Source: an optimization exercise on an open RTL-to-GDS flow (aim: small area and a short achievable clock period). Production flows keep margins and buffers that such runs may drop. In this exercise RTL edits were held to simulation tests only and were not proved equivalent to the original. No activity file was given, so power comes from the tool's default toggle rates.

===== design/flow/run.sh =====
#!/bin/bash
# synth_recipe.tcl (not shown) runs the flow's synth.tcl, then flattens the netlist and writes it again
# the make line also repeats each setting of config.mk as NAME=value (left out here)
make -C /OpenROAD-flow-scripts/flow DESIGN_CONFIG=/design/flow/config.mk WORK_HOME=/design/flow/orfs CLKGATE_MAP_FILE= SYNTH_SCRIPT=/design/flow/synth_recipe.tcl finish

===== design/flow/config.mk =====
export PLATFORM = sky130hd
export DESIGN_NAME = JTAG_Interface
export DESIGN_NICKNAME = JTAG_Interface
export VERILOG_FILES = /design/flow/design.v
export SDC_FILE = /design/flow/constraint.sdc
export NUM_CORES = 4
export LEC_CHECK = 0
export CAP_MARGIN = 20
export CORE_AREA = 10 10 350 350
export DIE_AREA = 0 0 360 360
export SLEW_MARGIN = 20

===== design/flow/constraint.sdc =====
create_clock -name core_clock -period 5.0 [get_ports {iCLK}]
set_input_delay 1.0000 -clock core_clock [delete_from_list [all_inputs] [get_ports {iCLK}]]
set_output_delay 1.0000 -clock core_clock [all_outputs]
set_load 0.01 [all_outputs]

===== design/flow/design.v =====
module Synchronizer(iCLK, iRST, iSIGNAL, oSYNCHRONIZED);
	input  iCLK, iRST, iSIGNAL;
	output oSYNCHRONIZED;
	reg sync1;
	reg sync2;
	assign oSYNCHRONIZED = sync2;
	always @(posedge iCLK) begin
		if(iRST) begin
			sync1 <= 1'b0;
			sync2 <= 1'b0;
		end else begin
			sync1 <= iSIGNAL;
			sync2 <= sync1;
		end
	end
endmodule
module JTAG_Synchronizer(
	iMAIN_CLK,
	iRST,
	iTCK,
	iTDI,
	iSTATE_SDR,
	iTDO,
	iSTATE_CDR,
	iSTATE_UDR,
	oTDO,
	oTCK_RISE,
	oTDI,
	oSTATE_SDR,
	oSTATE_CDR,
	oSTATE_UDR
);
input wire	iMAIN_CLK;
input wire	iRST;
input wire	iTCK;
input wire	iTDI;
input wire	iSTATE_SDR;
input wire	iTDO;
input wire	iSTATE_CDR;
input wire	iSTATE_UDR;
output reg	oTDO;
output wire	oTCK_RISE;
output wire	oTDI;
output wire	oSTATE_SDR;
output wire	oSTATE_CDR;
output wire	oSTATE_UDR;
wire	SYNTHESIZED_WIRE_0;
wire	oTCK;
reg	tck_prev;
Synchronizer	b2v_inst(
	.iCLK(iMAIN_CLK),
	.iRST(iRST),
	.iSIGNAL(iTCK),
	.oSYNCHRONIZED(SYNTHESIZED_WIRE_0));
Synchronizer	b2v_inst2(
	.iCLK(iMAIN_CLK),
	.iRST(iRST),
	.iSIGNAL(iTDI),
	.oSYNCHRONIZED(oTDI));
Synchronizer	b2v_inst3(
	.iCLK(iMAIN_CLK),
	.iRST(iRST),
	.iSIGNAL(iSTATE_SDR),
	.oSYNCHRONIZED(oSTATE_SDR));
always@(posedge iMAIN_CLK)
begin
	if(iRST)
		tck_prev <= 1'b0;
	else
		tck_prev <= oTCK;
end
assign	oTCK_RISE = oTCK & ~tck_prev;
always@(posedge iMAIN_CLK)
begin
	if(iRST)
		oTDO <= 1'b0;
	else if(oTCK_RISE)
		oTDO <= iTDO;
end
Synchronizer	b2v_inst5(
	.iCLK(iMAIN_CLK),
	.iRST(iRST),
	.iSIGNAL(SYNTHESIZED_WIRE_0),
	.oSYNCHRONIZED(oTCK));
Synchronizer	b2v_inst6(
	.iCLK(iMAIN_CLK),
	.iRST(iRST),
	.iSIGNAL(iSTATE_CDR),
	.oSYNCHRONIZED(oSTATE_CDR));
Synchronizer	b2v_inst7(
	.iCLK(iMAIN_CLK),
	.iRST(iRST),
	.iSIGNAL(iSTATE_UDR),
	.oSYNCHRONIZED(oSTATE_UDR));
endmodule
module JTAG_Memory(iCLK, iRST, iTCK_RISE, iADDRESS, iTDI, iSTATE_SDR, iSTATE_CDR, iSTATE_UDR,
					    iREAD_0, iREAD_1, iREAD_2, iREAD_3, iREAD_4, iREAD_5, iREAD_6, iREAD_7, iREAD_8, iREAD_9, iREAD_A, iREAD_B, iREAD_C, iREAD_D, iREAD_E,
					    oWRITE_0, oWRITE_1, oWRITE_2, oWRITE_3, oWRITE_4, oWRITE_5, oWRITE_6, oWRITE_7, oWRITE_8, oWRITE_9, oWRITE_A, oWRITE_B, oWRITE_C, oWRITE_D, oWRITE_E,
						 oTDO);
	input  [8:0] iADDRESS;
	input  iCLK, iRST, iTCK_RISE, iTDI;
	input  iSTATE_SDR, iSTATE_CDR, iSTATE_UDR;
	input [31:0] iREAD_0;
	input [31:0] iREAD_1;
	input [31:0] iREAD_2;
	input [31:0] iREAD_3;
	input [31:0] iREAD_4;
	input [31:0] iREAD_5;
	input [31:0] iREAD_6;
	input [31:0] iREAD_7;
	input [31:0] iREAD_8;
	input [31:0] iREAD_9;
	input [31:0] iREAD_A;
	input [31:0] iREAD_B;
	input [31:0] iREAD_C;
	input [31:0] iREAD_D;
	input [31:0] iREAD_E;
	output [31:0] oWRITE_0;
	output [31:0] oWRITE_1;
	output [31:0] oWRITE_2;
	output [31:0] oWRITE_3;
	output [31:0] oWRITE_4;
	output [31:0] oWRITE_5;
	output [31:0] oWRITE_6;
	output [31:0] oWRITE_7;
	output [31:0] oWRITE_8;
	output [31:0] oWRITE_9;
	output [31:0] oWRITE_A;
	output [31:0] oWRITE_B;
	output [31:0] oWRITE_C;
	output [31:0] oWRITE_D;
	output [31:0] oWRITE_E;
	output oTDO;
	reg [31:0] workReg;
	reg [31:0] oWRITE_0;
	reg [31:0] oWRITE_1;
	reg [31:0] oWRITE_2;
	reg [31:0] oWRITE_3;
	reg [31:0] oWRITE_4;
	reg [31:0] oWRITE_5;
	reg [31:0] oWRITE_6;
	reg [31:0] oWRITE_7;
	reg [31:0] oWRITE_8;
	reg [31:0] oWRITE_9;
	reg [31:0] oWRITE_A;
	reg [31:0] oWRITE_B;
	reg [31:0] oWRITE_C;
	reg [31:0] oWRITE_D;
	reg [31:0] oWRITE_E;
	assign oTDO = workReg[0];
	always @(posedge iCLK) begin
		if(iRST) begin
			workReg <= 32'b0;
			oWRITE_0 <= 32'b0;
			oWRITE_1 <= 32'b0;
			oWRITE_2 <= 32'b0;
			oWRITE_3 <= 32'b0;
			oWRITE_4 <= 32'b0;
			oWRITE_5 <= 32'b0;
			oWRITE_6 <= 32'b0;
			oWRITE_7 <= 32'b0;
			oWRITE_8 <= 32'b0;
			oWRITE_9 <= 32'b0;
			oWRITE_A <= 32'b0;
			oWRITE_B <= 32'b0;
			oWRITE_C <= 32'b0;
			oWRITE_D <= 32'b0;
			oWRITE_E <= 32'b0;
		end else if(!iTCK_RISE) begin
		end else if(iSTATE_CDR) begin
			case(iADDRESS[3:0])		 
				4'b0000:	workReg <= iREAD_0;
				4'b0001:	workReg <= iREAD_1;
				4'b0010:	workReg <= iREAD_2;
				4'b0011:	workReg <= iREAD_3;
				4'b0100:	workReg <= iREAD_4;
				4'b0101:	workReg <= iREAD_5;
				4'b0110:	workReg <= iREAD_6;
				4'b0111:	workReg <= iREAD_7;
				4'b1000:	workReg <= iREAD_8;
				4'b1001:	workReg <= iREAD_9;
				4'b1010:	workReg <= iREAD_A;
				4'b1011:	workReg <= iREAD_B;
				4'b1100:	workReg <= iREAD_C;
				4'b1101:	workReg <= iREAD_D;
				4'b1110:	workReg <= iREAD_E;
				default:	workReg <= 32'b0;
			endcase
		end else if(iSTATE_SDR) begin
			workReg <= {iTDI, workReg[31:1]};
		end else if(iSTATE_UDR) begin
			case(iADDRESS[7:4])		 
				4'b0000:	oWRITE_0 <= workReg;
				4'b0001:	oWRITE_1 <= workReg;
				4'b0010:	oWRITE_2 <= workReg;
				4'b0011:	oWRITE_3 <= workReg;
				4'b0100:	oWRITE_4 <= workReg;
				4'b0101:	oWRITE_5 <= workReg;
				4'b0110:	oWRITE_6 <= workReg;
				4'b0111:	oWRITE_7 <= workReg;
				4'b1000:	oWRITE_8 <= workReg;
				4'b1001:	oWRITE_9 <= workReg;
				4'b1010:	oWRITE_A <= workReg;
				4'b1011:	oWRITE_B <= workReg;
				4'b1100:	oWRITE_C <= workReg;
				4'b1101:	oWRITE_D <= workReg;
				4'b1110:	oWRITE_E <= workReg;
				default:	;	 
			endcase
		end
	end
endmodule
module JTAG_Interface(
	iCLK,
	iRST,
	iTCK,
	iTDI,
	iIR_IN,
	iSTATE_CDR,
	iSTATE_SDR,
	iSTATE_UDR,
	iREAD_0,
	iREAD_1,
	iREAD_2,
	iREAD_3,
	iREAD_4,
	iREAD_5,
	iREAD_6,
	iREAD_7,
	iREAD_8,
	iREAD_9,
	iREAD_A,
	iREAD_B,
	iREAD_C,
	iREAD_D,
	iREAD_E,
	oTDO,
	oWRITE_0,
	oWRITE_1,
	oWRITE_2,
	oWRITE_3,
	oWRITE_4,
	oWRITE_5,
	oWRITE_6,
	oWRITE_7,
	oWRITE_8,
	oWRITE_9,
	oWRITE_A,
	oWRITE_B,
	oWRITE_C,
	oWRITE_D,
	oWRITE_E
);
input wire	iCLK;
input wire	iRST;
input wire	iTCK;
input wire	iTDI;
input wire	[8:0] iIR_IN;
input wire	iSTATE_CDR;
input wire	iSTATE_SDR;
input wire	iSTATE_UDR;
input wire	[31:0] iREAD_0;
input wire	[31:0] iREAD_1;
input wire	[31:0] iREAD_2;
input wire	[31:0] iREAD_3;
input wire	[31:0] iREAD_4;
input wire	[31:0] iREAD_5;
input wire	[31:0] iREAD_6;
input wire	[31:0] iREAD_7;
input wire	[31:0] iREAD_8;
input wire	[31:0] iREAD_9;
input wire	[31:0] iREAD_A;
input wire	[31:0] iREAD_B;
input wire	[31:0] iREAD_C;
input wire	[31:0] iREAD_D;
input wire	[31:0] iREAD_E;
output wire	oTDO;
output wire	[31:0] oWRITE_0;
output wire	[31:0] oWRITE_1;
output wire	[31:0] oWRITE_2;
output wire	[31:0] oWRITE_3;
output wire	[31:0] oWRITE_4;
output wire	[31:0] oWRITE_5;
output wire	[31:0] oWRITE_6;
output wire	[31:0] oWRITE_7;
output wire	[31:0] oWRITE_8;
output wire	[31:0] oWRITE_9;
output wire	[31:0] oWRITE_A;
output wire	[31:0] oWRITE_B;
output wire	[31:0] oWRITE_C;
output wire	[31:0] oWRITE_D;
output wire	[31:0] oWRITE_E;
wire	SYNTHESIZED_WIRE_6;
wire	SYNTHESIZED_WIRE_7;
wire	SYNTHESIZED_WIRE_8;
wire	SYNTHESIZED_WIRE_9;
wire	SYNTHESIZED_WIRE_10;
wire	SYNTHESIZED_WIRE_11;
JTAG_Synchronizer	b2v_inst24(
	.iMAIN_CLK(iCLK),
	.iRST(iRST),
	.iTCK(iTCK),
	.iTDI(iTDI),
	.iSTATE_SDR(iSTATE_SDR),
	.iSTATE_CDR(iSTATE_CDR),
	.iSTATE_UDR(iSTATE_UDR),
	.iTDO(SYNTHESIZED_WIRE_6),
	.oTCK_RISE(SYNTHESIZED_WIRE_7),
	.oTDI(SYNTHESIZED_WIRE_8),
	.oSTATE_SDR(SYNTHESIZED_WIRE_9),
	.oSTATE_CDR(SYNTHESIZED_WIRE_10),
	.oSTATE_UDR(SYNTHESIZED_WIRE_11),
	.oTDO(oTDO));
JTAG_Memory	b2v_inst26(
	.iCLK(iCLK),
	.iRST(iRST),
	.iTCK_RISE(SYNTHESIZED_WIRE_7),
	.iTDI(SYNTHESIZED_WIRE_8),
	.iSTATE_SDR(SYNTHESIZED_WIRE_9),
	.iSTATE_CDR(SYNTHESIZED_WIRE_10),
	.iSTATE_UDR(SYNTHESIZED_WIRE_11),
	.iADDRESS(iIR_IN),
	.iREAD_0(iREAD_0),
	.iREAD_1(iREAD_1),
	.iREAD_2(iREAD_2),
	.iREAD_3(iREAD_3),
	.iREAD_4(iREAD_4),
	.iREAD_5(iREAD_5),
	.iREAD_6(iREAD_6),
	.iREAD_7(iREAD_7),
	.iREAD_8(iREAD_8),
	.iREAD_9(iREAD_9),
	.iREAD_A(iREAD_A),
	.iREAD_B(iREAD_B),
	.iREAD_C(iREAD_C),
	.iREAD_D(iREAD_D),
	.iREAD_E(iREAD_E),
	.oTDO(SYNTHESIZED_WIRE_6),
	.oWRITE_0(oWRITE_0),
	.oWRITE_1(oWRITE_1),
	.oWRITE_2(oWRITE_2),
	.oWRITE_3(oWRITE_3),
	.oWRITE_4(oWRITE_4),
	.oWRITE_5(oWRITE_5),
	.oWRITE_6(oWRITE_6),
	.oWRITE_7(oWRITE_7),
	.oWRITE_8(oWRITE_8),
	.oWRITE_9(oWRITE_9),
	.oWRITE_A(oWRITE_A),
	.oWRITE_B(oWRITE_B),
	.oWRITE_C(oWRITE_C),
	.oWRITE_D(oWRITE_D),
	.oWRITE_E(oWRITE_E));
endmodule

==> results of run 1 <==
## worst max-delay path: stages
cell and delay (ns):
buf_2 0.60, inv_1 0.19, nand2_1 0.70, buf_4 0.25, nor2_1 0.04, a2111oi_0 0.95, buf_4 0.25, a21oi_1 0.06
## per-layer routing
layer | wire (um) | share of wire
met5 | 106 | 0.00074
met2 | 62700 | 0.43
met1 | 60600 | 0.42
met3 | 16700 | 0.12
met4 | 4090 | 0.028
## worst min path at each step
| stage | startpoint | endpoint | slack (ns) | cells after the start |
|---|---|---|---|---|
| 2_1_floorplan | b2v_inst24.b2v_inst.sync1$_SDFF_PP0_ | b2v_inst24.b2v_inst.sync2$_SDFF_PP0_ | 0.41 | 1 |
| 3_3_place_gp | b2v_inst24.b2v_inst5.sync1$_SDFF_PP0_ | b2v_inst24.b2v_inst5.sync2$_SDFF_PP0_ | 0.42 | 1 |
| 3_5_place_dp | b2v_inst24.b2v_inst5.sync1$_SDFF_PP0_ | b2v_inst24.b2v_inst5.sync2$_SDFF_PP0_ | 0.42 | 1 |
| 4_1_cts | b2v_inst24.b2v_inst5.sync1$_SDFF_PP0_ | b2v_inst24.b2v_inst5.sync2$_SDFF_PP0_ | 0.44 | 1 |
| 5_1_grt | b2v_inst24.b2v_inst6.sync1$_SDFF_PP0_ | b2v_inst24.b2v_inst6.sync2$_SDFF_PP0_ | 0.45 | 1 |
| 6_report | b2v_inst24.b2v_inst5.sync1$_SDFF_PP0_ | b2v_inst24.b2v_inst5.sync2$_SDFF_PP0_ | 0.43 | 1 |
## cell families after synthesis
group                  Yosys count  share of synthesized area
AO/OA/AOI/OAI                  782                      0.203
buffers and inverters          312                     0.0561
flip-flops                     526                      0.474
multiplexers                   120                     0.0541
AND/OR/NAND/NOR               1192                      0.213
## registers in the layout, summed over array words and instances (netlist names), 32 cells and up
register and cells:
b2v_inst26.oWRITE_0 32, b2v_inst26.oWRITE_1 32, b2v_inst26.oWRITE_2 32, b2v_inst26.oWRITE_3 32, b2v_inst26.oWRITE_4 32, b2v_inst26.oWRITE_5 32, b2v_inst26.oWRITE_6 32, b2v_inst26.oWRITE_7 32
b2v_inst26.oWRITE_8 32, b2v_inst26.oWRITE_9 32, b2v_inst26.oWRITE_A 32, b2v_inst26.oWRITE_B 32, b2v_inst26.oWRITE_C 32, b2v_inst26.oWRITE_D 32, b2v_inst26.oWRITE_E 32, b2v_inst26.workReg 32
## final cells by class
class | instances | area (sq um) | share of cell area
multi-input cells | 2094 | 10600 | 0.298
inverters | 6 | 22.5 | 0.000635
clock inverters | 27 | 383 | 0.0108
well taps | 1512 | 1890 | 0.0534
clock buffers | 84 | 1710 | 0.0483
diodes | 18 | 45.0 | 0.00127
repair buffers | 1042 | 10300 | 0.290
flip-flops and latches | 526 | 10500 | 0.297
## stage by stage
step	std cells	util
final	5309	0.310
after detailed placement	5178	0.291
after global placement	5178	0.291
after global routing	5300	0.309
after floorplan	2932	-
after CTS	5289	0.309
## synth_stat cells (14+ instances only)
| library cell | n |
|---|---|
| a2111oi_0 | 15 |
| a21oi_1 | 514 |
| a22oi_1 | 85 |
| buf_2 | 61 |
| clkbuf_1 | 240 |
| dfxtp_1 | 526 |
| mux2i_1 | 120 |
| nand2_1 | 975 |
| nor2_1 | 118 |
| nor2b_1 | 22 |
| nor3_1 | 22 |
| nor4_1 | 14 |
| o21ai_0 | 39 |
| o221ai_1 | 31 |
| o22ai_1 | 58 |
## power breakdown
group          total, W  internal, W  switching (W)
sequential      0.00421      0.00420      0.0000152
clock           0.00471      0.00280        0.00191
combinational  0.000921     0.000475       0.000445
total           0.00984      0.00747        0.00237
==> out/metrics.csv, run 1 <==
stage;metric;value;unit
status;outcome;no timing/DRC/antenna violations;
placement;dp_hpwl;108;mm
die;die_h;360;um
critical_path;end_kind;flop;
synthesis;async_flop_share;0;
sta;fin_ws;1.45;ns
synthesis;synthFlopType;dfxtp_1;
critical_path;critPathRequiredTime;5.52;ns
synthesis;ys_seq_elements;526;
clocking;hold_buffers;0;
sta;finalCriticalPeriod;3.55;ns
clocking;cts_buffers;59;
critical_path;r2r_start;b2v_inst24.b2v_inst6.sync2$_SDFF_PP0_;
critical_path;crit_path_start;iIR_IN[3];
drt;wl_per_cell;27.2;um
drt;viasPerCell;4.67;
placement;placed_area;33300;sq um
drt;first_pass_iters;6;
die;die_x;360;um
drt;wirelength;144;mm
global_route;use_met1;0.268;
final_layout;num-nets-final;4225;
synthesis;synth_largest_area_cell;dfxtp_1;
clocking;clk_path_buf_depth;3;
final_layout;area_delta_synth_final;59.6;%
synthesis;syn_nets;3428;
synthesis;synthTopCellsByArea;dfxtp_1, nand2_1, a21oi_1;
clocking;cts.sinks;526;
global_route;grt_use_total;0.209;
critical_path;arrival;4.07;ns
sta;holdWs;0.433;ns
synthesis;ys_types;45;
drt;vias;24800;
clocking;postCtsSetupRepairBufs;0;
sta;rsz0062_at_grt;no;
clocking;cts_root_buffer;clkbuf_16;
power;pwr_density_cell;278;nW/um^2
synthesis;mappedNetlistArea;22200;sq um
placement;place_congestion;0.980;
clocking;cts_tree;yes;
synthesis;syn_area_per_cell;7.58;sq um
clocking;path_clk_slew;0.07;ns
sta;tns;0;ns
final_layout;layout_commonest_cell;nand2_1;
final_layout;stdcell_area;35500;sq um
sta;fmax;282;MHz
clocking;cts_max_level;2;
die;die-area;130000;sq um
global_route;busiest_layer;met2;
global_route;overflow;0;
sta;finalHoldViolCount;0;
synthesis;synthCells;2932;
critical_path;worstRegToRegCells;6;
synthesis;yosys_warnings;3;
power;vdd_ir_drop_max;0.300;mV
drt;drtAntennaViolNets;0;
placement;pre_cts_ws;0.944;ns
synthesis;synth_edf_count;0;
synthesis;yosysTopAreaCellShare;0.474;
run;drv_cap;0;
final_layout;final_cell_mix;nand2_1, clkdlybuf4s50_1, a21oi_1, dfxtp_1, mux2i_1;
critical_path;setup.worst_path.end;b2v_inst26.workReg[2]$_SDFFE_PP0P_;
critical_path;worstSetupPathType;primary input to flop;
sta;fin_skew;0.0470;ns
final_layout;drive_gt1_frac;0.0593;
placement;numPortBuffers;975;
global_route;met2_usage;0.316;
die;ioPinCount;977;
sta;setup_viol;0;
final_layout;fill_cells;12100;
power;power;0.00984;W
critical_path;r2r_end;b2v_inst26.oWRITE_9[6]$_SDFFE_PP0P_;
sta;fin_crit_sh;0.710;
hold_path;hp-class;flop to flop;
die;initial_core_util;0.194;
global_route;grt_pass1_vias;23600;
critical_path;cp_max_fo;29;
sta;slew_headroom;0.219;
drt;initialDrtViolationCount;2233;
die;rows;124;
global_route;grt_pass1_wl;195;mm
synthesis;seq_area_frac_synth;0.474;
global_route;grt_max_degree;206;
sta;worstMarginPinSlew;1.14;ns
drt;drc;0;
critical_path;cp-start-kind;primary input;
critical_path;reg2reg_slack;2.14;ns
clocking;clock_latency;0.65;ns
sta;slew_violations;0;
clocking;cts_resized;0;
die;coreArea;115000;sq um
global_route;grt_util_met3;0.0840;
power;power.leakage;11.7;nW
global_route;antenna_found_initial;40;
==> inputs of run 2 (changes only) <==
==> design/flow/design.v (replaced) <==
module JTAG_Interface(
	iCLK,
	iRST,
	iTCK,
	iTDI,
	iIR_IN,
	iSTATE_CDR,
	iSTATE_SDR,
	iSTATE_UDR,
	iREAD_0,
	iREAD_1,
	iREAD_2,
	iREAD_3,
	iREAD_4,
	iREAD_5,
	iREAD_6,
	iREAD_7,
	iREAD_8,
	iREAD_9,
	iREAD_A,
	iREAD_B,
	iREAD_C,
	iREAD_D,
	iREAD_E,
	oTDO,
	oWRITE_0,
	oWRITE_1,
	oWRITE_2,
	oWRITE_3,
	oWRITE_4,
	oWRITE_5,
	oWRITE_6,
	oWRITE_7,
	oWRITE_8,
	oWRITE_9,
	oWRITE_A,
	oWRITE_B,
	oWRITE_C,
	oWRITE_D,
	oWRITE_E
);
input wire	iCLK;
input wire	iRST;
input wire	iTCK;
input wire	iTDI;
input wire	[8:0] iIR_IN;
input wire	iSTATE_CDR;
input wire	iSTATE_SDR;
input wire	iSTATE_UDR;
input wire	[31:0] iREAD_0;
input wire	[31:0] iREAD_1;
input wire	[31:0] iREAD_2;
input wire	[31:0] iREAD_3;
input wire	[31:0] iREAD_4;
input wire	[31:0] iREAD_5;
input wire	[31:0] iREAD_6;
input wire	[31:0] iREAD_7;
input wire	[31:0] iREAD_8;
input wire	[31:0] iREAD_9;
input wire	[31:0] iREAD_A;
input wire	[31:0] iREAD_B;
input wire	[31:0] iREAD_C;
input wire	[31:0] iREAD_D;
input wire	[31:0] iREAD_E;
output wire	oTDO;
output wire	[31:0] oWRITE_0;
output wire	[31:0] oWRITE_1;
output wire	[31:0] oWRITE_2;
output wire	[31:0] oWRITE_3;
output wire	[31:0] oWRITE_4;
output wire	[31:0] oWRITE_5;
output wire	[31:0] oWRITE_6;
output wire	[31:0] oWRITE_7;
output wire	[31:0] oWRITE_8;
output wire	[31:0] oWRITE_9;
output wire	[31:0] oWRITE_A;
output wire	[31:0] oWRITE_B;
output wire	[31:0] oWRITE_C;
output wire	[31:0] oWRITE_D;
output wire	[31:0] oWRITE_E;
reg t1, t2, t3, t4;
reg c1, s1, u1;
reg d1, d2;
reg ev, cap, shf, upd;
reg tdo;
reg [31:0] W;
reg [479:0] wr;
wire rise = t3 & ~t4;
always @(posedge iCLK) begin
	if (iRST) begin
		t1 <= 1'b0; t2 <= 1'b0; t3 <= 1'b0; t4 <= 1'b0;
		c1 <= 1'b0; s1 <= 1'b0; u1 <= 1'b0;
		d1 <= 1'b0; d2 <= 1'b0;
		ev <= 1'b0; cap <= 1'b0; shf <= 1'b0; upd <= 1'b0;
		tdo <= 1'b0;
	end else begin
		t1 <= iTCK; t2 <= t1; t3 <= t2; t4 <= t3;
		c1 <= iSTATE_CDR; s1 <= iSTATE_SDR; u1 <= iSTATE_UDR;
		d1 <= iTDI; d2 <= d1;
		ev  <= rise;
		cap <= rise & c1;
		shf <= rise & ~c1 & s1;
		upd <= rise & ~c1 & ~s1 & u1;
		if (ev) tdo <= W[0];
	end
end
assign oTDO = tdo;
wire [479:0] rd = {iREAD_E, iREAD_D, iREAD_C, iREAD_B, iREAD_A, iREAD_9, iREAD_8, iREAD_7, iREAD_6, iREAD_5, iREAD_4, iREAD_3, iREAD_2, iREAD_1, iREAD_0};
wire nrst = ~iRST;
wire hold = nrst & ~cap & ~shf;
wire shift = nrst & shf;
wire [31:0] Wsh = {d2, W[31:1]};
reg  [31:0] Wd;
integer n;
always @(*) begin
	Wd = ({32{hold}} & W) | ({32{shift}} & Wsh);
	for (n = 0; n < 15; n = n + 1)
		Wd = Wd | ({32{nrst & cap & (iIR_IN[3:0] == n)}} & rd[32*n +: 32]);
end
always @(posedge iCLK) W <= Wd;
genvar m;
generate for (m = 0; m < 15; m = m + 1) begin : g_wr
	wire sel = upd & (iIR_IN[7:4] == m);
	wire we = nrst & sel;
	wire keep = nrst & ~sel;
	always @(posedge iCLK) wr[32*m +: 32] <= ({32{we}} & W) | ({32{keep}} & wr[32*m +: 32]);
end endgenerate
assign oWRITE_0 = wr[31:0];
assign oWRITE_1 = wr[63:32];
assign oWRITE_2 = wr[95:64];
assign oWRITE_3 = wr[127:96];
assign oWRITE_4 = wr[159:128];
assign oWRITE_5 = wr[191:160];
assign oWRITE_6 = wr[223:192];
assign oWRITE_7 = wr[255:224];
assign oWRITE_8 = wr[287:256];
assign oWRITE_9 = wr[319:288];
assign oWRITE_A = wr[351:320];
assign oWRITE_B = wr[383:352];
assign oWRITE_C = wr[415:384];
assign oWRITE_D = wr[447:416];
assign oWRITE_E = wr[479:448];
endmodule
==> out/metrics.csv, run 2 <==
stage;metric;value;unit;change
status;outcome;no timing/DRC/antenna violations;;
global_route;grt_max_degree;83;;-60%
drt;first_pass_iters;5;;-1
synthesis;synthTopCellsByCount;dfxtp_1, a22o_1, and3_1;;
final_layout;num-nets-final;3298;;-22%
sta;rsz0062_at_grt;no;;
clocking;cts_tree;yes;;
power;power.leakage;13.4;nW;+15%
sta;slew_violations;0;;unchanged
critical_path;arrival;4.01;ns;-0.06 ns
placement;place_congestion;0.918;;-6.4%
sta;holdWs;0.439;ns;+0.00534 ns
die;coreArea;115000;sq um;unchanged
placement;dp_hpwl;115;mm;+6.3%
hold_path;hp-start;d1$_SDFF_PP0_;;
clocking;cts_max_level;2;;unchanged
clocking;cts_resized;0;;unchanged
die;die_x;360;um;unchanged
global_route;grt_pass1_vias;21700;;-8.2%
synthesis;syn_nets;2401;;-30%
synthesis;mappedNetlistArea;20200;sq um;-9.0%
global_route;grt_pass1_wl;195;mm;-0.15%
critical_path;worstSetupPathType;primary input to flop;;
synthesis;synth_largest_area_cell;dfxtp_1;;
drt;vias;21900;;-12%
critical_path;cp-start-kind;primary input;;
synthesis;async_flop_share;0;;unchanged
drt;wl_per_cell;33.8;um;+25%
sta;fmax;284;MHz;+0.76%
power;pwr_density_cell;286;nW/um^2;+3.0%
synthesis;syn_area_per_cell;10.6;sq um;+40%
sta;finalCriticalPeriod;3.52;ns;-0.0267 ns
clocking;clock_latency;0.66;ns;about the same
sta;worstMarginPinSlew;1.14;ns;-0.00520 ns
synthesis;synthCells;1905;;-35%
final_layout;largest_reg_flops;480;;
global_route;antenna_found_initial;64;;+60%
sta;finalHoldViolCount;0;;unchanged
run;drv_cap;0;;unchanged
critical_path;critPathRequiredTime;5.49;ns;-0.03 ns
clocking;hold_buffers;0;;unchanged
placement;dp.cells;4255;;-18%
drt;drc;0;;unchanged
die;die_h;360;um;unchanged
synthesis;seq_area_frac_synth;0.521;;+0.0467
synthesis;yosysTopAreaCellShare;0.521;;+0.0467
power;power;0.00985;W;about the same
drt;initialDrtViolationCount;2226;;-0.31%
sta;tns;0;ns;unchanged
placement;numPortBuffers;975;;unchanged
final_layout;drive_gt1_frac;0.103;;+0.0435
final_layout;largestRegisters;wr: 480 flops, W: 32 flops;;
critical_path;crit_path_start;iIR_IN[1];;
synthesis;synthFlopType;dfxtp_1;;
global_route;grt_use_total;0.214;;+0.00534
sta;fin_crit_sh;0.704;;-0.00534
final_layout;final_cell_mix;clkdlybuf4s50_1, dfxtp_1, a22o_1, and3_1, buf_4;;
clocking;clk_path_buf_depth;3;;unchanged
sta;fin_skew;0.0220;ns;-0.0250 ns
clocking;postCtsSetupRepairBufs;0;;unchanged
drt;viasPerCell;4.99;;+6.8%
die;initial_core_util;0.177;;-0.0174
die;die-area;130000;sq um;unchanged
synthesis;yosysMostFrequentCell;dfxtp_1;;
final_layout;fin_cells;4393;;-17%
synthesis;synth_edf_count;0;;unchanged
clocking;cts.sinks;526;;unchanged
final_layout;fin_util;0.301;;-0.00870
final_layout;area_delta_synth_final;70.4;%;
die;rows;124;;unchanged
clocking;cts_buffers;57;;-3.4%
clocking;path_clk_slew;0.06;ns;about the same
critical_path;end_kind;flop;;
critical_path;r2r_start;cap$_SDFF_PP0_;;
final_layout;layout_commonest_cell;clkdlybuf4s50_1;;
synthesis;yosys_warnings;1;;-2
sta;setup_viol;0;;unchanged
synthesis;synthTopCellsByArea;dfxtp_1, a22o_1, and3_1;;
global_route;overflow;0;;unchanged
power;vdd_ir_drop_max;0.274;mV;-8.9%
hold_path;hp-class;flop to flop;;
drt;wirelength;149;mm;+3.0%
die;ioPinCount;977;;unchanged
final_layout;regMostFlops;wr;;
critical_path;cp_max_fo;42;;+45%
sta;slew_headroom;0.242;;+0.0232
synthesis;ys_types;48;;+6.7%
clocking;cts_root_buffer;clkbuf_16;;
synthesis;ys_seq_elements;526;;unchanged
drt;drtAntennaViolNets;0;;unchanged
[run 2: cell types whose count changed after synthesis, sizes merged, moves of 96 or more]
cell   change
nand2    -972
mux2i    -119
and3     +263
a21oi    -498
a22o     +500
nor2      -96
[run 2: critical path: stages]
cell and delay [ns]:
clkdlybuf4s50_1 0.78, nor4b_4 0.09, buf_4 0.31, buf_4 0.36, and3_1 0.23, a2111oi_1 0.85
buf_4 0.25, nand4_1 0.09
[run 2: layout make-up]
class / instances / area, sq um
diodes: 30 / 75.1
clock inverters: 39 / 681
flip-flops and latches: 526 / 10500
well taps: 1512 / 1890
inverters: 1 / 3.75
repair buffers: 1096 / 10700
clock buffers: 69 / 1540
fillers: 11900 / 80000
multi-input cells: 1120 / 9020
[run 2: cells by family after synthesis]
group           count (synthesis)  synth area share
buf+inv                       259            0.0523
flops                         526             0.521
compound gates                675             0.287
simple gates                  443             0.138
mux                             2           0.00161
[run 2: report_power, final]
group	leakage (nW)	total (W)	switching (W)	internal (W)
clock network	1.07	0.00496	0.00196	0.00300
logic	8.11	0.000689	0.000307	0.000382
registers	4.24	0.00420	0.00000482	0.00419
total	13.4	0.00985	0.00227	0.00758
[run 2: worst paths after layout]
path                                 endpoint  slack (ns)  cells after the start
worst max-delay path            W[24]$_DFF_P_        1.48                      8
worst min-delay path            d2$_SDFF_PP0_        0.44                      1
worst max register to register  W[24]$_DFF_P_        2.07                      7
worst min register to register  d2$_SDFF_PP0_        0.44                      1
[run 2: through the flow]
stage	area, sq um	setup slack [ns]
detailed placement	32200	0.684
global route	34400	1.36
CTS	34400	1.41
finish	34500	1.48
floorplan	20200	2.58
global placement	32200	0.723
[run 2: metal layers]
metal,vias up,GRT usage,routed length (um)
met5,-,0,243
met4,38,0.108,7970
met3,327,0.0823,16100
met2,1424,0.355,69400
met1,10800,0.238,54900
li1,9310,-,-
==> inputs of run 3 (changes only) <==
--- a/design/flow/design.v
+++ b/design/flow/design.v
@@ -1,3 +1,28 @@
+module JTAG_AOI222(a0, b0, a1, b1, a2, b2, y);
+	input  a0, b0, a1, b1, a2, b2;
+	output y;
+	assign y = ~((a0 & b0) | (a1 & b1) | (a2 & b2));
+endmodule
+module JTAG_WriteMux(we, keep, w, q, d);
+	input  we, keep;
+	input  [31:0] w, q;
+	output [31:0] d;
+	assign d = ({32{we}} & w) | ({32{keep}} & q);
+endmodule
+module JTAG_ReadBit(sel, r, sh, wsh, hold, w, d);
+	input  [14:0] sel;
+	input  [14:0] r;
+	input  sh, wsh, hold, w;
+	output d;
+	wire [5:0] y;
+	JTAG_AOI222 u0(.a0(sel[0]),  .b0(r[0]),  .a1(sel[1]),  .b1(r[1]),  .a2(sel[2]),  .b2(r[2]),  .y(y[0]));
+	JTAG_AOI222 u1(.a0(sel[3]),  .b0(r[3]),  .a1(sel[4]),  .b1(r[4]),  .a2(sel[5]),  .b2(r[5]),  .y(y[1]));
+	JTAG_AOI222 u2(.a0(sel[6]),  .b0(r[6]),  .a1(sel[7]),  .b1(r[7]),  .a2(sel[8]),  .b2(r[8]),  .y(y[2]));
+	JTAG_AOI222 u3(.a0(sel[9]),  .b0(r[9]),  .a1(sel[10]), .b1(r[10]), .a2(sel[11]), .b2(r[11]), .y(y[3]));
+	JTAG_AOI222 u4(.a0(sel[12]), .b0(r[12]), .a1(sel[13]), .b1(r[13]), .a2(sel[14]), .b2(r[14]), .y(y[4]));
+	assign y[5] = ~((sh & wsh) | (hold & w));
+	assign d = ~(&y);
+endmodule
 module JTAG_Interface(
 	iCLK,
 	iRST,
@@ -110,20 +135,28 @@
 wire hold = nrst & ~cap & ~shf;
 wire shift = nrst & shf;
 wire [31:0] Wsh = {d2, W[31:1]};
-reg  [31:0] Wd;
-integer n;
-always @(*) begin
-	Wd = ({32{hold}} & W) | ({32{shift}} & Wsh);
-	for (n = 0; n < 15; n = n + 1)
-		Wd = Wd | ({32{nrst & cap & (iIR_IN[3:0] == n)}} & rd[32*n +: 32]);
-end
+wire [14:0] rsel;
+genvar n, b;
+generate for (n = 0; n < 15; n = n + 1) begin : g_rsel
+	assign rsel[n] = nrst & cap & (iIR_IN[3:0] == n);
+end endgenerate
+wire [31:0] Wd;
+generate for (b = 0; b < 32; b = b + 1) begin : g_wd
+	wire [14:0] rb;
+	for (n = 0; n < 15; n = n + 1) begin : g_rb
+		assign rb[n] = rd[32*n + b];
+	end
+	JTAG_ReadBit u_bit(.sel(rsel), .r(rb), .sh(shift), .wsh(Wsh[b]), .hold(hold), .w(W[b]), .d(Wd[b]));
+end endgenerate
 always @(posedge iCLK) W <= Wd;
 genvar m;
 generate for (m = 0; m < 15; m = m + 1) begin : g_wr
 	wire sel = upd & (iIR_IN[7:4] == m);
 	wire we = nrst & sel;
 	wire keep = nrst & ~sel;
-	always @(posedge iCLK) wr[32*m +: 32] <= ({32{we}} & W) | ({32{keep}} & wr[32*m +: 32]);
+	wire [31:0] nxt;
+	JTAG_WriteMux u_mux(.we(we), .keep(keep), .w(W), .q(wr[32*m +: 32]), .d(nxt));
+	always @(posedge iCLK) wr[32*m +: 32] <= nxt;
 end endgenerate
 assign oWRITE_0 = wr[31:0];
 assign oWRITE_1 = wr[63:32];
==> design/flow/flow/run.sh (new file) <==
#!/bin/bash
# The standard ORFS layout, with the port buffers made of the smallest
# buffer (sky130_fd_sc_hd__buf_1); repair_design resizes them where needed.
set -euo pipefail
bash standard.sh "BUFFER_PORTS_ARGS=-buffer_cell sky130_fd_sc_hd__buf_1" finish > standard_make.log 2>&1
==> design/flow/standard.sh (new file) <==
#!/bin/bash
# synth_recipe.tcl (not shown) runs the flow's synth.tcl, then flattens the netlist and writes it again
# the make line also repeats each setting of config.mk as NAME=value (left out here)
make -C /OpenROAD-flow-scripts/flow DESIGN_CONFIG=/design/flow/config.mk WORK_HOME=/design/flow/orfs CLKGATE_MAP_FILE= SYNTH_SCRIPT=/design/flow/synth_recipe.tcl "${@:-finish}"
--- a/design/flow/config.mk
+++ b/design/flow/config.mk
@@ -6,6 +6,9 @@
 export NUM_CORES = 4
 export LEC_CHECK = 0
 export CAP_MARGIN = 20
-export CORE_AREA = 10 10 350 350
-export DIE_AREA = 0 0 360 360
+export CORE_AREA = 5 5 245 245
+export DIE_AREA = 0 0 250 250
+export SETUP_SLACK_MARGIN = 2.6
 export SLEW_MARGIN = 20
+export SYNTH_HIERARCHICAL = 1
+export SYNTH_MINIMUM_KEEP_SIZE = 0
removed: design/flow/run.sh
==> out/metrics.csv, run 3 <==
stage;metric;value;unit;change
die;initial_core_util;0.325;;+0.148
synthesis;synth_edf_count;0;;unchanged
synthesis;mappedNetlistArea;18600;sq um;-7.8%
status;stop_stage;3_2_place_iop;;
synthesis;syn_nets;1969;;-18%
synthesis;synthFlopType;dfxtp_1;;
die;rows;88;;-29%
status;stop_error;[ERROR PPL-0024] Number of IO pins (977) exceeds maximum number of available positions (900). Increase the die perimeter from 1000.00um to 1328.72um.;;
synthesis;yosysMostFrequentCell;dfxtp_1;;
synthesis;ys_seq_elements;526;;unchanged
synthesis;yosys_warnings;7;;+6
synthesis;synthCells;1473;;-23%
synthesis;ys_types;28;;-42%
synthesis;async_flop_share;0;;unchanged
synthesis;seq_area_frac_synth;0.565;;+0.0440
synthesis;synth_largest_area_cell;dfxtp_1;;
synthesis;synthTopCellsByArea;dfxtp_1, a22o_1, a222oi_1;;
die;die_x;250;um;-31%
synthesis;synthTopCellsByCount;dfxtp_1, a22o_1, a222oi_1;;
die;die_h;250;um;-31%
synthesis;yosysTopAreaCellShare;0.565;;+0.0440
status;outcome;aborted with a tool error;;
synthesis;syn_area_per_cell;12.7;sq um;+19%
-- run 3: kinds of logic after synthesis --
| kind of cell | synth area share |
|---|---|
| compound gates | 0.333 |
| flops | 0.565 |
| simple gates | 0.0466 |
| buf+inv | 0.0556 |
| mux | 0.000537 |
-- run 3: modules after synthesis, one instance, submodules excluded --
module | cells | flip-flops and latches
JTAG_Interface | 615 | 526
JTAG_WriteMux | 38 | 0
JTAG_ReadBit | 4 | 0
JTAG_AOI222 | 1 | 0
==> inputs of run 4 (changes only) <==
--- a/design/flow/config.mk
+++ b/design/flow/config.mk
@@ -6,8 +6,8 @@
 export NUM_CORES = 4
 export LEC_CHECK = 0
 export CAP_MARGIN = 20
-export CORE_AREA = 5 5 245 245
-export DIE_AREA = 0 0 250 250
+export CORE_AREA = 10 10 350 350
+export DIE_AREA = 0 0 360 360
 export SETUP_SLACK_MARGIN = 2.6
 export SLEW_MARGIN = 20
 export SYNTH_HIERARCHICAL = 1
==> out/metrics.csv, run 4 <==
stage;metric;value;unit;change
drt;wl_per_cell;33.9;um;
power;comb_power_share;0.043;;
hold_path;hp-class;flop to flop;;
die;ioPinCount;977;;
power;power.leakage;10.0;nW;
global_route;overflow;0;;
synthesis;async_flop_share;0;;unchanged
final_layout;largestRegisters;wr: 480 flops, W: 32 flops;;
final_layout;regMostFlops;wr;;
power;p_int;0.00686;W;
clocking;path_clk_slew;0.06;ns;
critical_path;cp-start-kind;primary input;;
synthesis;ys_seq_elements;526;;unchanged
power;power;0.00907;W;
sta;fin_crit_sh;0.510;;
die;die_x;360;um;+44%
sta;finalHoldViolCount;0;;
critical_path;worstSetupPathType;primary input to flop;;
critical_path;reg2reg_slack;2.48;ns;
synthesis;synth_largest_area_cell;dfxtp_1;;
synthesis;mappedNetlistArea;18600;sq um;unchanged
sta;finalCriticalPeriod;2.55;ns;
die;rows;124;;+41%
drt;vias;20200;;
placement;dp_hpwl;99.8;mm;
status;outcome;no timing/DRC/antenna violations;;
hold_path;hold-path-endpoint;t3$_SDFF_PP0_;;
drt;viasPerCell;4.87;;
sta;setup_viol;0;;
synthesis;synth_edf_count;0;;unchanged
critical_path;critPathRequiredTime;5.54;ns;
power;swShare;0.244;;
clocking;hold_buffers;0;;
clocking;clk_path_buf_depth;3;;
synthesis;yosysMostFrequentCell;dfxtp_1;;
run;drv_cap;0;;
critical_path;end_kind;flop;;
power;clockPowerShare;0.493;;
critical_path;r2r_start;cap$_SDFF_PP0_;;
hold_path;hold_depth;1;;
sta;worstMarginPinSlew;1.16;ns;
global_route;grt_pass1_wl;180;mm;
placement;numPortBuffers;975;;
critical_path;r2r_end;W[30]$_DFF_P_;;
sta;slew_headroom;0.224;;
drt;initialDrtViolationCount;3175;;
global_route;antenna_found_initial;17;;
power;vdd_ir_drop_max;0.241;mV;
final_layout;area_delta_synth_final;46.9;%;
global_route;grt_use_total;0.199;;
critical_path;arrival;3.10;ns;
die;initial_core_util;0.163;;-0.162
global_route;grt_pass1_vias;19600;;
critical_path;cp_max_fo;6;;
drt;wirelength;140;mm;
clocking;clock_latency;0.66;ns;
synthesis;seq_area_frac_synth;0.565;;unchanged
synthesis;synthCells;1473;;unchanged
die;die-area;130000;sq um;
placement;place_congestion;0.946;;
final_layout;drive_gt1_frac;0.141;;
synthesis;ys_types;28;;unchanged
final_layout;layout_commonest_cell;buf_1;;
power;pwr_density_cell;331;nW/um^2;
clocking;cts_max_level;2;;
clocking;cts_root_buffer;clkbuf_16;;
drt;drc;0;;
synthesis;synthTopCellsByArea;dfxtp_1, a22o_1, a222oi_1;;
power;power.net_switching;0.00221;W;
final_layout;final_cell_mix;buf_1, dfxtp_1, a22o_1, a222oi_1, buf_4;;
critical_path;crit_path_start;iIR_IN[0];;
synthesis;synthTopCellsByCount;dfxtp_1, a22o_1, a222oi_1;;
sta;fmax;392;MHz;
drt;first_pass_iters;9;;
die;die_h;360;um;+44%
sta;fin_skew;0.0240;ns;
synthesis;yosys_warnings;7;;unchanged
synthesis;syn_nets;1969;;unchanged
sta;slew_violations;0;;
power;seqPwrFrac;0.464;;
sta;tns;0;ns;
synthesis;yosysTopAreaCellShare;0.565;;unchanged
clocking;cts.sinks;526;;
clocking;cts_buffers;57;;
synthesis;syn_area_per_cell;12.7;sq um;unchanged
hold_path;hp-start;t2$_SDFF_PP0_;;
critical_path;worstRegToRegCells;9;;
final_layout;largest_reg_flops;480;;
synthesis;synthFlopType;dfxtp_1;;
clocking;cts_tree;yes;;
sta;rsz0062_at_grt;yes;;
final_layout;num-nets-final;3066;;
drt;drtAntennaViolNets;0;;
die;coreArea;115000;sq um;
global_route;grt_max_degree;33;;
-- run 4: cell counts after synthesis --
Identical to the previous run, type by type.
-- run 4: kinds of logic after synthesis --
kind of cell,synth area share
flip-flops,0.565
AO/OA/AOI/OAI,0.333
AND/OR/NAND/NOR,0.0466
multiplexers,0.000537
buffers and inverters,0.0556
-- run 4: layout make-up --
class | count | area, sq um
Inverter | 1 | 3.75
Multi-Input combinational cell | 859 | 7690
Clock inverter | 22 | 294
Timing Repair Buffer | 1125 | 5270
Fill cell | 12500 | 87100
Antenna cell | 16 | 40.0
Clock buffer | 79 | 1660
Sequential cell | 526 | 10600
Tap cell | 1512 | 1890
-- run 4: worst max-delay path, cell delays in order --
cell       delay [ns]
buf_8            0.11
nand4bb_4        0.18
buf_4            0.12
buf_4            0.13
nor3_4           0.06
buf_4            0.19
a222oi_1         0.73
nand2_1          0.21
or3_1            0.36
-- run 4: metrics by stage --
| stage | cells | util | setup slack (ns) | hold WS [ns] | instance area [sq um] |
|---|---|---|---|---|---|
| finish | 4140 | 0.239 | 2.45 | 0.429 | 27400 |
| global route | 4133 | 0.239 | 2.40 | 0.446 | 27400 |
| floorplan | 1473 | - | 2.31 | 0.390 | 18700 |
| CTS | 4082 | 0.234 | 2.36 | 0.429 | 26800 |
| detailed placement | 3926 | 0.210 | 1.06 | 0.424 | 24100 |
| global placement | 3926 | 0.210 | 1.07 | 0.417 | 24100 |
-- run 4: routing by layer --
metal	track usage	part of all wire	vias to the layer above
met5	0	0.00032	-
met4	0.0653	0.031	6
met3	0.0451	0.084	207
met2	0.340	0.48	1295
met1	0.244	0.41	10200
li1	-	-	8444
-- run 4: worst max path at each step --
stage	cells after the start	end
6_report	9	W[30]$_DFF_P_
5_1_grt	6	W[30]$_DFF_P_
4_1_cts	7	W[30]$_DFF_P_
3_5_place_dp	7	W[30]$_DFF_P_
3_3_place_gp	7	W[23]$_DFF_P_
2_1_floorplan	5	W[0]$_DFF_P_
-- run 4: Yosys stat by module (local to each module, per instance) --
module	copies in the design	flip-flops and latches	cells	cell area, sq um
JTAG_Interface	1	526	615	11000
JTAG_WriteMux	15	0	38	350
JTAG_ReadBit	32	0	4	23.8
JTAG_AOI222	160	0	1	10.0
-- run 4: what timing repair did --
item | 4_1_cts | 5_1_grt
endpoints found under the hold margin | 0 | 0
endpoints found under the setup margin | 411 | 45
gates cloned | 9 | 7
pin swaps | 38 | 26
gates resized for setup | 51 | 23
buffers inserted | 46 | 32
-- run 4: power groups by stage --
stage          combinational, W  clock [W]  sequential [W]
2_1_floorplan          0.000106          0         0.00429
4_1_cts                0.000372    0.00457         0.00421
3_3_place_gp           0.000353          0         0.00430
6_report               0.000389    0.00447         0.00421
3_5_place_dp           0.000352          0         0.00430
5_1_grt                0.000406    0.00471         0.00420
==> inputs of run 5 (changes only) <==
--- a/design/flow/config.mk
+++ b/design/flow/config.mk
@@ -7,6 +7,7 @@
 export LEC_CHECK = 0
 export CAP_MARGIN = 20
 export CORE_AREA = 10 10 350 350
+export CTS_BUF_LIST = sky130_fd_sc_hd__clkbuf_4 sky130_fd_sc_hd__clkbuf_8
 export DIE_AREA = 0 0 360 360
 export SETUP_SLACK_MARGIN = 2.6
 export SLEW_MARGIN = 20
==> out/metrics.csv, run 5 <==
stage;metric;value;unit;change
sta;fin_crit_sh;0.509;;-0.00164
power;seqPwrFrac;0.450;;-0.014
synthesis;yosys_warnings;7;;unchanged
clocking;clock_latency;0.75;ns;+0.09 ns
power;vdd_ir_drop_max;0.253;mV;+4.7%
global_route;antenna_found_initial;10;;-7
final_layout;largest_reg_flops;480;;unchanged
clocking;cts_buffers;94;;+65%
final_layout;final_cell_mix;buf_1, dfxtp_1, a22o_1, a222oi_1, clkbuf_8;;
power;p_int;0.00703;W;+2.5%
die;die_x;360;um;unchanged
sta;fin_skew;0.0657;ns;+0.0416 ns
critical_path;end_kind;flop;;
critical_path;arrival;3.17;ns;+0.07 ns
global_route;grt_use_total;0.197;;-0.00134
synthesis;synthCells;1473;;unchanged
power;power.leakage;10.2;nW;+2.2%
power;clockPowerShare;0.510;;+0.017
synthesis;syn_area_per_cell;12.7;sq um;unchanged
sta;setup_viol;0;;unchanged
die;ioPinCount;977;;unchanged
clocking;cts_root_buffer;clkbuf_8;;
clocking;cts_max_level;3;;+1
sta;fmax;393;MHz;+0.32%
sta;tns;0;ns;unchanged
drt;initialDrtViolationCount;2945;;-7.2%
final_layout;fin_util;0.240;;+0.000262
global_route;grt_pass1_vias;19900;;+1.6%
drt;wl_per_cell;33.1;um;-2.2%
placement;placed_area;24100;sq um;unchanged
placement;dp_hpwl;99.8;mm;unchanged
drt;vias;20100;;-0.22%
synthesis;seq_area_frac_synth;0.565;;unchanged
synthesis;async_flop_share;0;;unchanged
drt;drc;0;;unchanged
placement;dp.cells;3926;;unchanged
final_layout;register_area;10600;sq um;about the same
clocking;cts.sinks;526;;unchanged
critical_path;cp-start-kind;primary input;;
die;rows;124;;unchanged
drt;viasPerCell;4.82;;-1.2%
synthesis;yosysMostFrequentCell;dfxtp_1;;
clocking;hold_buffers;0;;unchanged
final_layout;largestRegisters;wr: 480 flops, W: 32 flops;;
sta;finalHoldViolCount;0;;unchanged
power;comb_power_share;0.041;;-0.002
die;die-area;130000;sq um;unchanged
final_layout;layout_commonest_cell;buf_1;;
final_layout;fin_cells;4180;;+0.97%
synthesis;synth_largest_area_cell;dfxtp_1;;
placement;numPortBuffers;975;;unchanged
global_route;grt_pass1_wl;179;mm;-0.46%
synthesis;synthFlopType;dfxtp_1;;
synthesis;syn_nets;1969;;unchanged
final_layout;num-nets-final;3077;;+0.36%
synthesis;synth_edf_count;0;;unchanged
clocking;path_clk_slew;0.06;ns;about the same
power;power;0.00936;W;+3.2%
sta;finalCriticalPeriod;2.54;ns;-0.00822 ns
sta;slew_headroom;0.229;;+0.00476
power;swShare;0.249;;+0.00490
critical_path;critPathRequiredTime;5.63;ns;+0.09 ns
synthesis;mappedNetlistArea;18600;sq um;unchanged
run;drv_cap;0;;unchanged
die;initial_core_util;0.163;;unchanged
final_layout;fill_cells;12500;;+0.27%
power;pwr_density_cell;341;nW/um^2;+3.0%
final_layout;drive_gt1_frac;0.173;;+0.0322
final_layout;multi_input_area;7620;sq um;-0.90%
drt;first_pass_iters;9;;unchanged
final_layout;regMostFlops;wr;;
synthesis;synthTopCellsByCount;dfxtp_1, a22o_1, a222oi_1;;
clocking;clk_path_buf_depth;3;;unchanged
global_route;grt_max_degree;33;;unchanged
global_route;overflow;0;;unchanged
synthesis;ys_seq_elements;526;;unchanged
synthesis;ys_types;28;;unchanged
placement;place_congestion;0.946;;unchanged
clocking;cts_tree;yes;;
synthesis;synthTopCellsByArea;dfxtp_1, a22o_1, a222oi_1;;
sta;rsz0062_at_grt;yes;;
critical_path;cp_max_fo;11;;+5
drt;wirelength;138;mm;-1.3%
final_layout;stdcell_area;27400;sq um;+0.11%
drt;drtAntennaViolNets;0;;unchanged
power;power.net_switching;0.00233;W;+5.2%
die;die_h;360;um;unchanged
sta;slew_violations;0;;unchanged
synthesis;yosysTopAreaCellShare;0.565;;unchanged
hold_path;hp-class;flop to flop;;
die;coreArea;115000;sq um;unchanged
critical_path;worstSetupPathType;primary input to flop;;
final_layout;area_delta_synth_final;47.1;%;
status;outcome;no timing/DRC/antenna violations;;
sta;worstMarginPinSlew;1.16;ns;-0.00873 ns
-- run 5: cell count changes in the layout (fill, tap and decap cells not counted), sizes merged, moves of 2 or more --
cell / before / now
clkbuf: 87 / 152
clkinvlp: 4 / 9
nor2: 31 / 28
buf: 1114 / 1085
diode: 16 / 11
bufinv: 4 / 7
clkinv: 10 / 12
-- run 5: layout make-up --
cell class / instances / area share
Multi-Input combinational cell: 856 / 0.278
Antenna cell: 11 / 0.00100
Clock inverter: 33 / 0.0149
Inverter: 1 / 0.000137
Clock buffer: 139 / 0.0659
Tap cell: 1512 / 0.0690
Sequential cell: 526 / 0.385
Timing Repair Buffer: 1102 / 0.186
-- run 5: kinds of logic (layout without fill, tap and decap cells) --
logic type             count (synthesis)  in the layout  synth area share
buffers and inverters                 96           1275            0.0556
other                                  0             11                 0
AOI/OAI and AO/OA                    687            688             0.333
muxes                                  1              1          0.000537
and+or+nand+nor                      163            167            0.0466
DFF                                  526            526             0.565
-- run 5: timing repair --
action / CTS / global route
hold endpoints to repair: 0 / 0
setup endpoints to repair: 429 / 138
buffers inserted: 27 / 27
pin swaps: 21 / 22
cloned: 6 / 5
gates resized for setup: 69 / 32
-- run 5: final timing paths --
kind | startpoint | end | slack, ns | depth (start not counted)
max reg2reg | cap$_SDFF_PP0_ | W[30]$_DFF_P_ | 2.54 | 6
min reg2reg | t2$_SDFF_PP0_ | t3$_SDFF_PP0_ | 0.44 | 1
max | iIR_IN[0] | W[23]$_DFF_P_ | 2.46 | 9
min | t2$_SDFF_PP0_ | t3$_SDFF_PP0_ | 0.44 | 1
-- run 5: routing by layer --
layer | share of wire | track usage | routed length, um
met5 | 0 | 0 | 0
met4 | 0.034 | 0.0721 | 4760
met3 | 0.083 | 0.0499 | 11500
met2 | 0.48 | 0.333 | 66100
met1 | 0.40 | 0.240 | 56000
-- run 5: critical path: stages --
cell and delay [ns]:
buf_4 0.16, nand4bb_4 0.19, buf_4 0.13, buf_4 0.11, nor2_4 0.07, buf_12 0.16
a222oi_1 0.75, nand3_1 0.19, or3_1 0.39
-- run 5: through the flow --
| step | hold slack (ns) | worst slack, ns |
|---|---|---|
| 2_1_floorplan | 0.390 | 2.31 |
| 3_3_place_gp | 0.417 | 1.07 |
| 3_5_place_dp | 0.424 | 1.06 |
| 4_1_cts | 0.387 | 2.31 |
| 5_1_grt | 0.417 | 2.33 |
| 6_report | 0.439 | 2.46 |
-- run 5: power groups by stage --
stage,registers (W),clock network (W),logic [W]
2_1_floorplan,0.00429,0,0.000106
5_1_grt,0.00421,0.00503,0.000402
6_report,0.00421,0.00477,0.000381
4_1_cts,0.00421,0.00486,0.000362
3_5_place_dp,0.00430,0,0.000352
3_3_place_gp,0.00430,0,0.000353
-- run 5: Yosys stat by module (local to each module, per instance) --
module | cells | cell area (sq um) | copies in the design
JTAG_AOI222 | 1 | 10.0 | 160
JTAG_Interface | 615 | 11000 | 1
JTAG_ReadBit | 4 | 23.8 | 32
JTAG_WriteMux | 38 | 350 | 15
==> inputs of run 6 (changes only) <==
--- a/design/flow/config.mk
+++ b/design/flow/config.mk
@@ -7,9 +7,8 @@
 export LEC_CHECK = 0
 export CAP_MARGIN = 20
 export CORE_AREA = 10 10 350 350
-export CTS_BUF_LIST = sky130_fd_sc_hd__clkbuf_4 sky130_fd_sc_hd__clkbuf_8
 export DIE_AREA = 0 0 360 360
-export SETUP_SLACK_MARGIN = 2.6
+export SETUP_SLACK_MARGIN = 2.9
 export SLEW_MARGIN = 20
 export SYNTH_HIERARCHICAL = 1
 export SYNTH_MINIMUM_KEEP_SIZE = 0
==> out/metrics.csv, run 6 <==
stage;metric;value;unit;change
final_layout;layout_commonest_cell;buf_6;;
sta;slew_violations;0;;unchanged
placement;numPortBuffers;975;;unchanged
final_layout;drive_gt1_frac;0.539;;+0.366
critical_path;arrival;2.94;ns;-0.23 ns
run;drv_cap;0;;unchanged
die;die_h;360;um;unchanged
critical_path;worstRegToRegCells;8;;+2
sta;finalCriticalPeriod;2.42;ns;-0.123 ns
power;seqPwrFrac;0.461;;+0.011
critical_path;r2r_start;cap$_SDFF_PP0_;;
synthesis;ys_types;28;;unchanged
placement;pre_cts_ws;1.17;ns;+0.109 ns
critical_path;reg2reg_slack;2.62;ns;+0.08 ns
synthesis;seq_area_frac_synth;0.565;;unchanged
synthesis;mappedNetlistArea;18600;sq um;unchanged
sta;tns;0;ns;unchanged
die;rows;124;;unchanged
synthesis;synthTopCellsByArea;dfxtp_1, a22o_1, a222oi_1;;
global_route;grt_pass1_vias;21200;;+6.2%
sta;fin_crit_sh;0.484;;-0.0246
final_layout;fill_cells;11700;;-6.6%
power;power;0.00911;W;-2.6%
synthesis;synthCells;1473;;unchanged
critical_path;end_kind;flop;;
critical_path;cp-start-kind;primary input;;
synthesis;synth_largest_area_cell;dfxtp_1;;
synthesis;syn_area_per_cell;12.7;sq um;unchanged
clocking;hold_buffers;0;;unchanged
final_layout;final_cell_mix;buf_6, dfxtp_2, buf_1, a22o_1, buf_4;;
sta;slew_headroom;0.202;;-0.0270
final_layout;multi_input_area;7810;sq um;+2.5%
global_route;antenna_found_initial;21;;+11
die;die-area;130000;sq um;unchanged
die;coreArea;115000;sq um;unchanged
power;power.net_switching;0.00222;W;-4.6%
final_layout;largestRegisters;wr: 480 flops, W: 32 flops;;
die;initial_core_util;0.163;;unchanged
power;pwr_density_cell;273;nW/um^2;-20%
global_route;overflow;0;;unchanged
clocking;path_clk_slew;0.06;ns;about the same
synthesis;synth_edf_count;0;;unchanged
power;swShare;0.244;;-0.00523
die;die_x;360;um;unchanged
critical_path;setup.worst_path.end;W[24]$_DFF_P_;;
drt;vias;21500;;+6.7%
synthesis;yosys_warnings;7;;unchanged
die;ioPinCount;977;;unchanged
drt;drc;0;;unchanged
final_layout;stdcell_area;33400;sq um;+22%
clocking;cts.sinks;526;;unchanged
drt;first_pass_iters;7;;-2
final_layout;regMostFlops;wr;;
hold_path;hp-class;flop to flop;;
drt;wl_per_cell;35.3;um;+6.7%
synthesis;yosysMostFrequentCell;dfxtp_1;;
sta;fin_ws;2.58;ns;+0.123 ns
critical_path;cp_max_fo;6;;-5
placement;dp_hpwl;105;mm;+4.8%
final_layout;num-nets-final;3225;;+4.8%
power;comb_power_share;0.046;;+0.005
power;power.leakage;13.7;nW;+34%
clocking;cts_root_buffer;clkbuf_16;;
drt;drtAntennaViolNets;0;;unchanged
synthesis;synthTopCellsByCount;dfxtp_1, a22o_1, a222oi_1;;
sta;rsz0062_at_grt;yes;;
global_route;grt_max_degree;33;;unchanged
clocking;cts_max_level;2;;-1
placement;place_congestion;0.968;;+2.3%
sta;setup_viol;0;;unchanged
global_route;grt_use_total;0.216;;+0.0188
drt;wirelength;152;mm;+9.8%
final_layout;register_area;11200;sq um;+5.7%
synthesis;syn_nets;1969;;unchanged
final_layout;area_delta_synth_final;78.9;%;
sta;worstMarginPinSlew;1.20;ns;+0.0405 ns
power;clockPowerShare;0.493;;-0.017
sta;holdWs;0.438;ns;-0.000843 ns
final_layout;largest_reg_flops;480;;unchanged
critical_path;r2r_end;W[24]$_DFF_P_;;
synthesis;synthFlopType;dfxtp_1;;
drt;viasPerCell;4.99;;+3.7%
synthesis;ys_seq_elements;526;;unchanged
sta;fmax;413;MHz;+5.1%
placement;placed_area;24100;sq um;+0.17%
clocking;cts_buffers;58;;-38%
power;vdd_ir_drop_max;0.284;mV;+12%
sta;finalHoldViolCount;0;;unchanged
drt;initialDrtViolationCount;2981;;+1.2%
synthesis;async_flop_share;0;;unchanged
status;outcome;no timing/DRC/antenna violations;;
sta;fin_skew;0.0338;ns;-0.0319 ns
clocking;cts_tree;yes;;
critical_path;critPathRequiredTime;5.52;ns;-0.11 ns
clocking;clk_path_buf_depth;3;;unchanged
critical_path;worstSetupPathType;primary input to flop;;
power;p_int;0.00689;W;-1.9%
synthesis;yosysTopAreaCellShare;0.565;;unchanged
clocking;clock_latency;0.66;ns;-0.09 ns
critical_path;crit_path_start;iRST;;
global_route;grt_pass1_wl;196;mm;+9.3%
==> run 6: cell counts after synthesis <==
No cell type changed its count.
==> run 6: worst max-delay path, cell delays in order <==
cell	delay [ns]
clkbuf_16	0.13
nand4bb_4	0.15
buf_4	0.13
nor3_4	0.07
buf_8	0.13
a222oi_1	0.91
nand2_1	0.07
or3_1	0.34
==> run 6: worst min-delay path by stage <==
stage	slack, ns	cells past startpoint	end	start
after CTS	0.44	1	t2$_SDFF_PP0_	t1$_SDFF_PP0_
after global placement	0.42	1	t2$_SDFF_PP0_	t1$_SDFF_PP0_
final	0.44	1	t2$_SDFF_PP0_	t1$_SDFF_PP0_
after global routing	0.46	1	t2$_SDFF_PP0_	t1$_SDFF_PP0_
after detailed placement	0.43	1	t2$_SDFF_PP0_	t1$_SDFF_PP0_
after floorplan	0.39	1	upd$_SDFF_PP0_	s1$_SDFF_PP0_
==> run 6: Yosys stat by module (local to each module, per instance) <==
| module | times used | area (sq um) | flip-flops and latches |
|---|---|---|---|
| JTAG_AOI222 | 160 | 10.0 | 0 |
| JTAG_Interface | 1 | 11000 | 526 |
| JTAG_ReadBit | 32 | 23.8 | 0 |
| JTAG_WriteMux | 15 | 350 | 0 |
==> run 6: timing repair <==
| action | 4_1_cts | 5_1_grt |
|---|---|---|
| buffers inserted | 175 | 56 |
| cloned | 18 | 5 |
| resized for setup | 1728 | 32 |
| setup endpoints to repair | 994 | 818 |
| pin swaps | 128 | 65 |
==> run 6: cell families (layout without fill, tap and decap cells) <==
logic type | Yosys count | in the layout | synth area share
compound gates | 687 | 689 | 0.333
buf+inv | 96 | 1390 | 0.0556
flops | 526 | 526 | 0.565
mux | 1 | 1 | 0.000537
other cells | 0 | 11 | 0
simple gates | 163 | 172 | 0.0466
==> run 6: stage by stage <==
stage          utilization  cells
6_report             0.291   4301
5_1_grt              0.291   4296
4_1_cts              0.285   4229
3_5_place_dp         0.211   3927
3_3_place_gp         0.211   3927
2_1_floorplan            -   1473
==> run 6: power groups by stage <==
stage	Sequential, W	Combinational, W	Clock, W
floorplan	0.00429	0.000108	0
global placement	0.00430	0.000360	0
detailed placement	0.00430	0.000357	0
CTS	0.00420	0.000405	0.00454
global route	0.00420	0.000433	0.00472
finish	0.00420	0.000419	0.00449
==> run 6: final cells by class <==
cell class / count / area share
diodes: 11 / 0.000825
clock buffers: 81 / 0.0491
clock inverters: 28 / 0.00964
inverters: 1 / 0.000112
multi-input cells: 862 / 0.234
flip-flops and latches: 526 / 0.334
well taps: 1512 / 0.0567
repair buffers: 1280 / 0.315
==> run 6: per-layer routing <==
layer,up-vias,global-route usage,wire length (um)
met4,2,0.0944,6730
met2,1450,0.360,72100
met1,11000,0.262,60100
met5,-,0,11
li1,8761,-,-
met3,311,0.0532,13000

-- re-timing with driven ports --
In the flow no input, the clock included, has a driving cell. The finished layouts below were timed again as built, in two steps. Step 1, drivers: a clkbuf_16 drives iCLK and a buf_2 each remaining input, both assumed. Step 2 also shifts input and output timing later by t, the mid clock arrival at the registers, as if the neighbouring blocks saw the same clock. Three values: no drivers, after step 1, after step 2; two values: the first two.
run	shift t [ns]	setup slack, ns	hold slack, ns
run 1	0.697	1.452 / 1.482 / 0.785	0.433 / 0.433 / 0.433
run 2	0.719	1.479 / 1.513 / 0.794	0.439 / 0.439 / 0.439
run 4	0.706	2.448 / 2.424 / 1.718	0.429 / 0.429 / 0.429
run 5	0.772	2.457 / 2.427 / 1.656	0.439 / 0.439 / 0.439
run 6	0.701	2.580 / 2.471 / 1.770	0.438 / 0.438 / 0.438
After both steps setup and hold are still met in every run listed. For run 6, which loses most, drivers alone change the setup slack by -0.109 ns; drivers and shift together by -0.810 ns.
